This is an optimization exercise on Yosys and OpenROAD, whose aim is a short achievable clock period and few clock cycles per item, not a production implementation. In this exercise RTL edits were held to simulation tests only and were not proved equivalent to the original. Power is estimated from default activity; no workload was simulated.

[flow/run.sh]
#!/bin/bash
# synth_recipe.tcl (not shown) runs the flow's synth.tcl, then flattens the netlist and writes it again
# the make line also repeats each setting of config.mk as NAME=value (left out here)
make -C /OpenROAD-flow-scripts/flow DESIGN_CONFIG=/design/flow/config.mk WORK_HOME=/design/flow/orfs CLKGATE_MAP_FILE= SYNTH_SCRIPT=/design/flow/synth_recipe.tcl finish
[flow/config.mk]
export PLATFORM = sky130hd
export DESIGN_NAME = pipelinedcpu
export DESIGN_NICKNAME = pipelinedcpu
export VERILOG_FILES = /design/flow/design.v
export SDC_FILE = /design/flow/constraint.sdc
export NUM_CORES = 4
export LEC_CHECK = 0
export CAP_MARGIN = 20
export CORE_MARGIN = 2
export CORE_UTILIZATION = 40
export SLEW_MARGIN = 20
[flow/constraint.sdc]
create_clock -name core_clock -period 10.0 [get_ports {Clk}]
set_input_delay 2.0000 -clock core_clock [delete_from_list [all_inputs] [get_ports {Clk}]]
set_output_delay 2.0000 -clock core_clock [all_outputs]
set_load 0.01 [all_outputs]
[flow/design.v]
`timescale 1ns / 1ps
module MUX2X32(A0,A1,S,Y);
    input[31:0]A0,A1;
    input S;
    output[31:0]Y;
    function[31:0]select;
        input[31:0]A0,A1;
        input S;
        case(S)
        1'b0:select=A0;
        1'b1:select=A1;
        endcase
    endfunction
    assign Y=select(A0,A1,S);
endmodule
`timescale 1ns / 1ps
module MUX2X5(A0,A1,S,Y);
input[4:0]A0,A1;
input S;
output[4:0]Y;
function[4:0]select;
    input[4:0]A0,A1;
    input S;
    case(S)
    1'b0:select=A0;
    1'b1:select=A1;
    endcase
endfunction
assign Y=select(A0,A1,S);
endmodule
`timescale 1ns / 1ps
module MUX4X32(A0,A1,A2,A3,S,Y);
    input [31:0]A0,A1,A2,A3;
    input [1:0]S;
    output [31:0]Y;
    function [31:0]select;
        input [31:0]A0,A1,A2,A3;
        input [1:0]S;
        case(S)
            2'b00:select=A0;
            2'b01:select=A1;
            2'b10:select=A2;
            2'b11:select=A3;
        endcase
    endfunction
    assign Y=select(A0,A1,A2,A3,S);
endmodule
`timescale 1ns / 1ps
module CLA_32(X,Y,Cin,S);
    input[31:0]X,Y;
    input Cin;
    output[31:0]S;
    assign S = X + Y + Cin;
endmodule
`timescale 1ns / 1ps
module ADDSUB_32(X,Y,Sub,S);
    input[31:0]X,Y;
    input Sub;
    output[31:0]S;
    CLA_32 adder0(X,Y^{32{Sub}},Sub,S);
endmodule
`timescale 1ns / 1ps
module ALU(X,Y,Aluc,R,Z);
    input[31:0]X,Y;
    input[1:0]Aluc;
    output[31:0]R;
    output Z;
    wire [31:0]d_as,d_and,d_or,d_and_or;
    ADDSUB_32 as32(X,Y,Aluc[0],d_as);
    assign d_and = X&Y;
    assign d_or = X|Y;
    MUX2X32 select1(d_and,d_or,Aluc[0],d_and_or);
    MUX2X32 select2(d_as,d_and_or,Aluc[1],R);
    assign Z=~|R;
endmodule
`timescale 1ns / 1ps
module dffe32(d,Clk,Clrn,e,q);
    input [31:0]d;
    input Clk,Clrn,e;
    output reg [31:0]q;
    always @(posedge Clk or negedge Clrn)    
        if(Clrn == 0)begin
            q <= 0 ;
        end else begin
        if(e)
             q<=d;
        end
endmodule
`timescale 1ns / 1ps
module REGFILE_1(rna,rnb,d,wn,we,clk,Clrn,qa,qb);
    input [4:0]rna,rnb,wn;
    input [31:0]d;
    input we,clk,Clrn;
    output [31:0]qa,qb;
    reg [31:0]register [1:31];
    integer i;
    assign qa=(rna==0)?0:((we&&(wn==rna))?d:register[rna]);
    assign qb=(rnb==0)?0:((we&&(wn==rnb))?d:register[rnb]);
    always @(posedge clk or negedge Clrn) begin        
        if(Clrn == 0) begin
            for(i=1;i<32;i=i+1)
                register[i]<=32'h0;
        end else if ((wn!=0)&&we)
            register[wn]<=d;
        end
endmodule
`timescale 1ns / 1ps
module pipe_CONUNIT(Op,M_Op,Func,M_Z,Regrt,Se,Wreg,Aluqb,Aluc,Wmem,Pcsrc,Reg2reg,E_Rd,M_Rd,E_Wreg,M_Wreg,Rs,Rt,FwdA,FwdB,E_Reg2reg,stall,br_taken);
    input [5:0]Op,Func,M_Op;
    input M_Z;
    input E_Wreg,M_Wreg,E_Reg2reg;
    input [4:0]E_Rd,M_Rd,Rs,Rt;
    output Regrt,Se,Wreg,Aluqb,Wmem,Reg2reg,stall,br_taken;
    output [1:0]Pcsrc,Aluc;
    output reg [1:0]FwdA,FwdB;
    wire R_type=~|Op;
    wire I_add=R_type&Func[5]&~Func[4]&~Func[3]&~Func[2]&~Func[1]&~Func[0];
    wire I_sub=R_type&Func[5]&~Func[4]&~Func[3]&~Func[2]&Func[1]&~Func[0];
    wire I_and=R_type&Func[5]&~Func[4]&~Func[3]&Func[2]&~Func[1]&~Func[0];
    wire I_or=R_type&Func[5]&~Func[4]&~Func[3]&Func[2]&~Func[1]&Func[0];
    wire I_addi=~Op[5]&~Op[4]&Op[3]&~Op[2]&~Op[1]&~Op[0];
    wire I_andi=~Op[5]&~Op[4]&Op[3]&Op[2]&~Op[1]&~Op[0];
    wire I_ori=~Op[5]&~Op[4]&Op[3]&Op[2]&~Op[1]&Op[0];
    wire I_lw=Op[5]&~Op[4]&~Op[3]&~Op[2]&Op[1]&Op[0];
    wire I_sw=Op[5]&~Op[4]&Op[3]&~Op[2]&Op[1]&Op[0];
    wire I_beq=~Op[5]&~Op[4]&~Op[3]&Op[2]&~Op[1]&~Op[0];
    wire I_bne=~Op[5]&~Op[4]&~Op[3]&Op[2]&~Op[1]&Op[0];
    wire M_beq=~M_Op[5]&~M_Op[4]&~M_Op[3]&M_Op[2]&~M_Op[1]&~M_Op[0];
    wire M_bne=~M_Op[5]&~M_Op[4]&~M_Op[3]&M_Op[2]&~M_Op[1]&M_Op[0];
    wire I_J=~Op[5]&~Op[4]&~Op[3]&~Op[2]&Op[1]&~Op[0];
    wire E_Inst = I_add|I_sub|I_and|I_or|I_sw|I_beq|I_bne;
    assign Regrt = I_addi|I_andi|I_ori|I_lw|I_sw|I_beq|I_bne|I_J;
    assign Se = I_addi|I_lw|I_sw|I_beq|I_bne;
    assign Wreg = I_add|I_sub|I_and|I_or|I_addi|I_andi|I_ori|I_lw;
    assign Aluqb = I_add|I_sub|I_and|I_or|I_beq|I_bne|I_J;
    assign Aluc[1] = I_and|I_or|I_andi|I_ori;
    assign Aluc[0] = I_sub|I_or|I_ori|I_beq|I_bne;
    assign Wmem = I_sw;
    assign br_taken = (M_beq&M_Z)|(M_bne&~M_Z);
    assign Pcsrc[1] = br_taken|I_J;
    assign Pcsrc[0] = I_J&~br_taken;
    assign Reg2reg = I_add|I_sub|I_and|I_or|I_addi|I_andi|I_ori|I_sw|I_beq|I_bne|I_J;
    always@(E_Rd,M_Rd,E_Wreg,M_Wreg,Rs,Rt)begin
        FwdA=2'b00; 
        if((Rs==E_Rd)&(E_Rd!=0)&(E_Wreg==1))begin
            FwdA=2'b10; 
        end else begin
            if((Rs==M_Rd)&(M_Rd!=0)&(M_Wreg==1))begin
                FwdA=2'b01; 
            end
        end
        end
    always@(E_Rd,M_Rd,E_Wreg,M_Wreg,Rs,Rt)begin
        FwdB=2'b00; 
        if((Rt==E_Rd)&(E_Rd!=0)&(E_Wreg==1))begin
                   FwdB=2'b10; 
        end else begin
            if((Rt==M_Rd)&(M_Rd!=0)&(M_Wreg==1))begin
                FwdB=2'b01; 
            end
        end
    end
    assign stall=((Rs==E_Rd)|(Rt==E_Rd))&(E_Reg2reg==0)&(E_Rd!=0)&(E_Wreg==1);
endmodule
`timescale 1ns / 1ps
module pipepc(d,e,Clk,Clrn,q);
    input [31:0]d;
    input Clk,Clrn,e;
    output reg [31:0]q;
    always @(posedge Clk or negedge Clrn)    
        if(Clrn == 0)begin
              q <= 0 ;
        end else begin
        if(e)
             q<=d;
        end
endmodule
`timescale 1ns / 1ps
module pipeif(Pcsrc,Addr,M_bpc,jpc,npc,pc4);
    input [1:0]Pcsrc;
    input [31:0]Addr,M_bpc,jpc;
    output [31:0]npc,pc4;
    MUX4X32 nextpc(pc4,32'h0,M_bpc,jpc,Pcsrc,npc);    
    assign pc4=Addr+4;       
endmodule
`timescale 1ns / 1ps
module pipe_irid_reg(pc4,Inst,we_irid,flush,Clk,Clrn,D_pc4,D_Inst);
    input [31:0]pc4,Inst;
    input we_irid,flush,Clk,Clrn;
    output [31:0]D_pc4,D_Inst;
    dffe32 ifid_pc4(pc4,Clk,Clrn,we_irid,D_pc4);
    dffe32 ifid_Inst(flush ? 32'h0 : Inst,Clk,Clrn,we_irid | flush,D_Inst);
endmodule
`timescale 1ns / 1ps
module pipeid(Clk,Clrn,D_pc4,D_Inst,E_Rd,M_Rd,M_Op,M_Z,E_Wreg,M_Wreg,E_Reg2reg,W_Wreg,Wreg,Aluqb,Wmem,Reg2reg,we_irid,we_pc,flush_irid,bubble_e,bubble_m,Aluc,Pcsrc,FwdA,FwdB,jpc,immediate,W_Din,W_Rd,I_Rd,Op,qa,qb);
    input Clk,Clrn;
    input [31:0]D_pc4,D_Inst,W_Din;
    input [4:0]E_Rd,M_Rd,W_Rd;
    input [5:0]M_Op;
    input M_Z,E_Wreg,M_Wreg,E_Reg2reg,W_Wreg;
    output Wreg,Aluqb,Wmem,Reg2reg;
    output we_irid,we_pc,flush_irid,bubble_e,bubble_m;
    output [1:0]Aluc,Pcsrc;
    output [4:0]I_Rd;
    output [1:0]FwdA,FwdB;
    output [31:0]jpc,immediate;
    output [5:0]Op;
    output [31:0]qa,qb;
    wire [5:0]Func;
    wire [4:0]rs,rt,rd;
    wire Regrt,stall,Se,br_taken;
    wire e =Se&D_Inst[15];                          
    assign immediate ={{16{e}},D_Inst[15:0]};
    assign Op=D_Inst[31:26];
    assign Func=D_Inst[5:0];
    assign rs=D_Inst[25:21];
    assign rt=D_Inst[20:16];
    assign rd=D_Inst[15:11];
    assign we_irid=~stall;
    assign we_pc=~stall|br_taken;
    assign flush_irid=br_taken|(Pcsrc[0]&~stall);
    assign bubble_e=stall|br_taken;
    assign bubble_m=br_taken;
    pipe_CONUNIT CONUNIT(Op,M_Op,Func,M_Z,Regrt,Se,Wreg,Aluqb,Aluc,Wmem,Pcsrc,Reg2reg,E_Rd,M_Rd,E_Wreg,M_Wreg,rs,rt,FwdA,FwdB,E_Reg2reg,stall,br_taken);
    REGFILE_1 i0(rs,rt,W_Din,W_Rd,W_Wreg,Clk,Clrn,qa,qb);
    MUX2X5 reg_wr(rd,rt,Regrt,I_Rd);
    assign jpc={D_pc4[31:28],D_Inst[25:0],2'b00};
endmodule
`timescale 1ns / 1ps
module pipe_idexe_reg(Clk,Clrn,bubble,Wreg,Reg2reg,Wmem,Aluqb,Aluc,FwdA,FwdB,Op,I_Rd,D_pc4,qa,qb,immediate,E_Wreg,E_Reg2reg,E_Wmem,E_Aluqb,E_Op,E_Aluc,E_Rd,E_pc4,E_qa,E_qb,E_immediate,E_FwdA,E_FwdB);
    input Clk,Clrn,bubble;
    input Wreg,Reg2reg,Wmem,Aluqb;
    input [1:0]Aluc,FwdA,FwdB;
    input [5:0]Op;
    input [4:0]I_Rd;
    input [31:0]D_pc4,qa,qb,immediate;
    output reg E_Wreg,E_Reg2reg,E_Wmem,E_Aluqb;
    output reg [5:0]E_Op;
    output reg [1:0]E_Aluc;
    output reg [4:0]E_Rd;
    output reg [31:0]E_pc4,E_qa,E_qb,E_immediate;
    output reg [1:0]E_FwdA,E_FwdB;
    always@ (posedge Clk or negedge Clrn)
        if(Clrn==0)begin
            E_Wreg<=0;     E_Reg2reg<=0;
            E_Wmem<=0;     E_Aluqb  <=0;
            E_Op  <=0;     E_Aluc   <=0;
            E_Rd  <=0;     E_pc4    <=0;
            E_qa  <=0;     E_qb     <=0;
            E_FwdA<=0;     E_FwdB   <=0;
            E_immediate<=0;
        end else begin
            E_Wreg<=Wreg&~bubble;  E_Reg2reg<=Reg2reg;
            E_Wmem<=Wmem&~bubble;  E_Aluqb<=Aluqb;
            E_Op<=bubble?6'b0:Op;  E_Aluc<=Aluc;
            E_Rd<=I_Rd;         E_pc4<=D_pc4;
            E_qa<=qa;           E_qb<=qb;
            E_FwdA<=FwdA;       E_FwdB<=FwdB;
            E_immediate<=immediate;
        end
endmodule
`timescale 1ns / 1ps
module pipeexe(E_Aluqb,E_Aluc,E_pc4,E_qa,E_qb,E_immediate,W_Din,M_ALUR,E_FwdA,E_FwdB,E_bpc,E_ALUR,E_FwdB_out,E_Z);
    input E_Aluqb;
    input [1:0]E_Aluc;
    input [31:0]E_pc4,E_qa,E_qb,E_immediate,W_Din,M_ALUR;
    input [1:0]E_FwdA,E_FwdB;
    output [31:0]E_bpc,E_ALUR,E_FwdB_out;
    output E_Z;
    wire [31:0]E_beqbne_imm;
    wire [31:0]ALU_X1,ALU_Y1;
    wire [31:0]A3=32'h0;
    assign E_beqbne_imm=E_immediate<<2; 
    CLA_32 pc4_imm(E_pc4,E_beqbne_imm,1'b0,E_bpc); 
    MUX4X32 ALU_X(E_qa,W_Din,M_ALUR,A3,E_FwdA,ALU_X1);
    MUX4X32 ALU_Y(E_qb,W_Din,M_ALUR,A3,E_FwdB,E_FwdB_out);
    MUX2X32 alu_b(E_immediate,E_FwdB_out,E_Aluqb,ALU_Y1);
    ALU ii0(ALU_X1,ALU_Y1,E_Aluc,E_ALUR,E_Z);
endmodule
`timescale 1ns / 1ps
module pipe_exemem_reg(Clk,Clrn,bubble,E_Wreg,E_Reg2reg,E_Wmem,E_Z,E_Op,E_bpc,E_ALUR,E_FwdB_out,E_Rd,M_Wreg,M_Reg2reg,M_Wmem,M_Z,M_Op,M_bpc,M_ALUR,M_FwdB_out,M_Rd);
    input Clk,Clrn,bubble;
    input E_Wreg,E_Reg2reg,E_Wmem,E_Z;
    input [5:0]E_Op;
    input [31:0]E_bpc,E_ALUR,E_FwdB_out;
    input [4:0]E_Rd;
    output reg M_Wreg,M_Reg2reg,M_Wmem,M_Z;
    output reg [5:0]M_Op;
    output reg [31:0]M_bpc,M_ALUR,M_FwdB_out;
    output reg [4:0]M_Rd;
    always@ (posedge Clk or negedge Clrn)
        if(Clrn==0)begin
            M_Wreg<=0;          M_Reg2reg<=0;
            M_Wmem<=0;          M_Z<=0;
            M_Op<=0;            M_bpc<=0;
            M_ALUR<=0;          M_FwdB_out<=0;
            M_Rd<=0;
        end else begin
            M_Wreg<=E_Wreg&~bubble;  M_Reg2reg<=E_Reg2reg;
            M_Wmem<=E_Wmem&~bubble;  M_Z<=E_Z;
            M_Op<=bubble?6'b0:E_Op;  M_bpc<=E_bpc;
            M_ALUR<=E_ALUR;          M_FwdB_out<=E_FwdB_out;
            M_Rd<=E_Rd;
        end
endmodule
`timescale 1ns / 1ps
module pipe_memwb_reg(Clk,Clrn,M_Wreg,M_Reg2reg,M_ALUR,M_Dout,M_Rd,W_Wreg,W_Reg2reg,W_ALUR,W_Dout,W_Rd);
    input Clk,Clrn;
    input M_Wreg,M_Reg2reg;
    input [31:0]M_ALUR,M_Dout;
    input [4:0]M_Rd;
    output reg W_Wreg,W_Reg2reg;
    output reg [31:0]W_ALUR,W_Dout;
    output reg [4:0]W_Rd;
    always@ (posedge Clk or negedge Clrn)
        if(Clrn==0)begin
            W_Wreg<=0;          W_Reg2reg<=0;
            W_ALUR<=0;          W_Dout<=0;
            W_Rd<=0;
        end else begin
            W_Wreg<=M_Wreg;     W_Reg2reg<=M_Reg2reg;
            W_ALUR<=M_ALUR;     W_Dout<=M_Dout;
            W_Rd<=M_Rd;
        end
endmodule
`timescale 1ns / 1ps
module pipewb(W_Reg2reg,W_ALUR,W_Dout,W_Din);
    input W_Reg2reg;
    input [31:0]W_ALUR,W_Dout;
    output [31:0]W_Din;
    MUX2X32 i0(W_Dout,W_ALUR,W_Reg2reg,W_Din);      
endmodule
`timescale 1ns / 1ps
module pipelinedcpu(Clk,Clrn,Addr,Inst,D_Addr,D_Wdata,D_We,D_Rdata);
    input Clk,Clrn;
    output [31:0]Addr;
    input [31:0]Inst;
    output [31:0]D_Addr,D_Wdata;
    output D_We;
    input [31:0]D_Rdata;
    wire [31:0]M_FwdB_out,M_Dout,W_Din;
    wire [31:0]E_ALUR,M_ALUR,W_ALUR;
    wire [1:0]FwdA,FwdB,E_FwdA,E_FwdB;
    wire [31:0]npc,M_bpc,jpc,pc4,D_pc4,D_Inst,immediate,qa,qb,E_pc4,E_qa,E_qb,E_immediate,E_bpc,E_FwdB_out,W_Dout;
    wire we_irid,we_pc,flush_irid,bubble_e,bubble_m,M_Z,E_Wreg,M_Wreg,E_Reg2reg,W_Wreg,Wreg,Aluqb,Wmem,Reg2reg,E_Wmem,E_Aluqb,E_Z,M_Reg2reg,M_Wmem,W_Reg2reg;
    wire [1:0]Pcsrc,Aluc,E_Aluc;
    wire [4:0]E_Rd,M_Rd,W_Rd,I_Rd;
    wire [5:0]M_Op,Op,E_Op;
    pipepc i0(npc,we_pc,Clk,Clrn,Addr);
    pipeif i1(Pcsrc,Addr,M_bpc,jpc,npc,pc4);
    pipe_irid_reg i2(pc4,Inst,we_irid,flush_irid,Clk,Clrn,D_pc4,D_Inst);
    pipeid i3(Clk,Clrn,D_pc4,D_Inst,E_Rd,M_Rd,M_Op,M_Z,E_Wreg,M_Wreg,E_Reg2reg,W_Wreg,Wreg,Aluqb,Wmem,Reg2reg,we_irid,we_pc,flush_irid,bubble_e,bubble_m,Aluc,Pcsrc,FwdA,FwdB,jpc,immediate,W_Din,W_Rd,I_Rd,Op,qa,qb);
    pipe_idexe_reg i4(Clk,Clrn,bubble_e,Wreg,Reg2reg,Wmem,Aluqb,Aluc,FwdA,FwdB,Op,I_Rd,D_pc4,qa,qb,immediate,E_Wreg,E_Reg2reg,E_Wmem,E_Aluqb,E_Op,E_Aluc,E_Rd,E_pc4,E_qa,E_qb,E_immediate,E_FwdA,E_FwdB);
    pipeexe i5(E_Aluqb,E_Aluc,E_pc4,E_qa,E_qb,E_immediate,W_Din,M_ALUR,E_FwdA,E_FwdB,E_bpc,E_ALUR,E_FwdB_out,E_Z);
    pipe_exemem_reg i6(Clk,Clrn,bubble_m,E_Wreg,E_Reg2reg,E_Wmem,E_Z,E_Op,E_bpc,E_ALUR,E_FwdB_out,E_Rd,M_Wreg,M_Reg2reg,M_Wmem,M_Z,M_Op,M_bpc,M_ALUR,M_FwdB_out,M_Rd);
    assign D_Addr  = M_ALUR;
    assign D_Wdata = M_FwdB_out;
    assign D_We    = M_Wmem;
    assign M_Dout  = D_Rdata;
    pipe_memwb_reg i8(Clk,Clrn,M_Wreg,M_Reg2reg,M_ALUR,M_Dout,M_Rd,W_Wreg,W_Reg2reg,W_ALUR,W_Dout,W_Rd);
    pipewb i9(W_Reg2reg,W_ALUR,W_Dout,W_Din);
endmodule
==> run summary <==
power breakdown:
part / switching [uW] / internal [uW]
clock network: 2500 / 3600
registers: 888 / 6580
logic: 1680 / 1100
layer usage:
layer / up-vias / share of wire (%) / global-route usage (%)
met4: 16 / 7.5 / 20.3
met2: 5283 / 39 / 49.3
li1: 25400 / - / -
met3: 1520 / 16 / 15.5
met5: - / 0.062 / 0.509
met1: 30700 / 37 / 48.4
final timing paths:
path                               from                   end  slack (ns)  depth (start not counted)
max in group asynchronous          Clrn            i4.E_Aluqb        6.47                          3
min                         i4.E_pc4[0]           i6.M_bpc[0]        0.35                          0
max                        i8.W_Reg2reg                i6.M_Z        3.01                         15
max reg2reg                i8.W_Reg2reg                i6.M_Z        3.01                         15
min in group asynchronous          Clrn  i3.i0.register[6][8]        1.19                          1
min reg2reg                 i4.E_pc4[0]           i6.M_bpc[0]        0.35                          0
cells in the final DEF (no fill, tap or decap), types with 142 or more instances in the layout:
cell,Yosys,final
nor2_1,885,810
buf_4,3,152
a22o_1,242,242
a21oi_1,836,836
nand4_1,142,142
clkbuf_16,0,156
dfrtp_1,1404,1399
a221oi_1,272,272
clkdlybuf4s50_1,0,161
nand2_1,566,555
o21ai_0,567,567
a22oi_1,425,425
cell families (layout without fill, tap and decap cells):
family	count (synthesis)	count (layout)	synth area share, %
AO/OA/AOI/OAI	2628	2628	25.7
XOR/XNOR	130	130	1.72
adder cells (fa/ha/maj)	89	89	1.60
buffers and inverters	698	669	4.01
flip-flops	1404	1404	53.0
multiplexers	45	45	0.777
other	0	14	0
AND/OR/NAND/NOR	1974	1974	13.2
metrics by stage:
stage	setup WS (ns)	hold slack [ns]	power, uW
final	3.01	0.354	16400
after detailed placement	2.76	0.342	10200
after CTS	2.72	0.356	16200
after floorplan	4.14	0.331	8810
after global placement	2.82	0.333	10100
after global routing	2.65	0.368	16900
critical path, cell delays in order, from the launching register on:
cell and delay (ns):
dfrtp_4 0.79, mux2i_4 0.96, a211oi_1 0.25, or2_2 0.34
ha_1 0.34, nor2b_1 0.18, o211ai_1 0.48, a21oi_1 0.27
or4b_1 0.52, o211a_2 0.17, nand4b_1 0.23, or4_1 0.56
or4b_1 0.50, or4_1 0.48, or4_1 0.56, nor4_2 0.23
cell type report:
type                            count  area share [%]
Sequential cell                  1404            46.0
Clock buffer                      209            5.75
Multi-Input combinational cell   4866            38.7
Antenna cell                       14          0.0458
Clock inverter                     62            1.19
Timing Repair Buffer              343            4.50
Tap cell                         2189            3.58
Inverter                           55           0.270
==> results.py <==
metrics = {
    "sta": {
        "finalSetupViolations": 0,
        "fin_crit_sh_pct": 69.9,
        "tightest_slew_ns": 1.30,
        "hold_viol_final": 0,
        "maxSlewViolCount": 0,
        "slew_headroom_pct": 13.3,
        "rsz0062_at_grt": "false",
        "setup_tns_ns": 0,
        "fin_crit_ns": 6.99,
        "timing.fmax_ghz": 0.143,
        "clock_skew_ns": 0.0340,
    },
    "cts": {
        "cts-buffers-inserted": 150,
        "ctsHoldBuffers": 0,
        "clkSinkCount": 1404,
        "cts-root-buf": "clkbuf_16",
        "cts.path.max_buffers": 3,
        "cts_max_level": 4,
        "clkTransAtPathRegs_ns": 0.06,
        "clock_latency_ns": 0.81,
        "post_cts_buffers": 0,
        "ctsResizeCount": 0,
        "cts_tree": "built",
    },
    "detailed_routing": {
        "vias": 62900,
        "drcViolationCount": 0,
        "drt_first_pass_iters": 14,
        "routed_wirelength_um": 314000,
        "ant_nets": 0,
        "drtIter0Drc": 11500,
        "vias_per_cell": 6.88,
        "wire_per_inst_um": 34.4,
    },
    "global_routing": {
        "grt_pass1_wl_um": 442000,
        "antenna_found_initial": 16,
        "grt_pass1_vias": 58800,
        "grt_max_degree": 160,
        "gr-total-overflow": 0,
        "gr-usage-all-layers_pct": 36.4,
    },
    "floorplan": {
        "coreArea_um2": 165000,
        "fp-row-count": 149,
        "die_h_um": 411,
        "ios": 163,
        "fp.dieW_um": 411,
        "start_util_pct": 40.2,
        "die_area_um2": 169000,
    },
    "yosys": {
        "synth.area.top_cells": "dfrtp_1, a21oi_1, nor2_1",
        "synth_cell_types": 80,
        "syn-cell-area_um2": 66300,
        "syn_inst": 6968,
        "synth_most_common_cell": "dfrtp_1",
        "synth_edf_count": 0,
        "yosysTopAreaCell": "dfrtp_1",
        "async_flop_share_pct": 100,
        "syn_avg_cell_area_um2": 9.52,
        "synth_top_cells_by_count": "dfrtp_1, nor2_1, a21oi_1",
        "synth_flop_cell": "dfrtp_1",
        "ys_seq_elements": 1404,
        "seq_area_frac_synth_pct": 53.0,
        "yosysWarnings": 11,
        "synth_fp_nets": 7096,
        "synth_top_area_share_pct": 53.0,
    },
    "placed_design": {
        "dp.cells": 8841,
        "place_congestion": 0.948,
        "port-buffer-count": 162,
        "place_area_um2": 70700,
        "place_hpwl_um": 177000,
    },
    "power": {
        "power.density_nw_per_um2": 214,
        "p_leak_uw": 0.0327,
        "peakVddDrop_uv": 205,
    },
    "run": {
        "drv_cap": 0,
    },
    "worst_setup_path": {
        "cp.arrival_ns": 7.70,
        "cp.required_ns": 10.70,
        "end_kind": "flop",
        "critical_path_class": "flop to flop",
        "cp-start-kind": "flop",
        "cp_max_fo": 36,
    },
    "cells_and_area": {
        "regArea_um2": 35100,
        "final_util_pct": 46.4,
        "fin_cells": 9142,
        "fillers": 15400,
        "nets": 6948,
        "drive_gt1_share_pct": 8.79,
        "regMostFlops": "i3.i0.register",
        "largest_reg_flops": 992,
        "multiInputGateArea_um2": 29600,
        "final_area_um2": 76500,
        "layout-area-overhead-vs-synth_pct": 15.3,
    },
    "outcome": {
        "outcome": "timing/DRC/antenna clean",
    },
    "worst_hold_path": {
        "hold_class": "flop to flop",
    },
}
Testbench counts, summed over its fixed seeds: cycles 39,346, instrs 28,142.

re-timing with driven ports:
How much do the figures lean on ideal ports? The routed layout below was timed once more, with nothing changed but the port constraints.
Step 1, drivers: a clkbuf_16 drives Clk and a buf_2 each remaining input, both assumed.
Step 2 also shifts input and output timing later by t, the mid clock arrival at the registers, as if the neighbouring blocks saw the same clock.
Three values: ideal, step 1, step 2; two values: the first two.
shift t [ns]: 0.887
setup slack, ns: 3.008 / 3.008 / 3.008
worst register clock-pin slew, ns: 0.07 / 0.07
After both steps this run still meets setup and hold. The setup slack of this run moves by 0.000 ns with the drivers and by 0.000 ns with both steps.
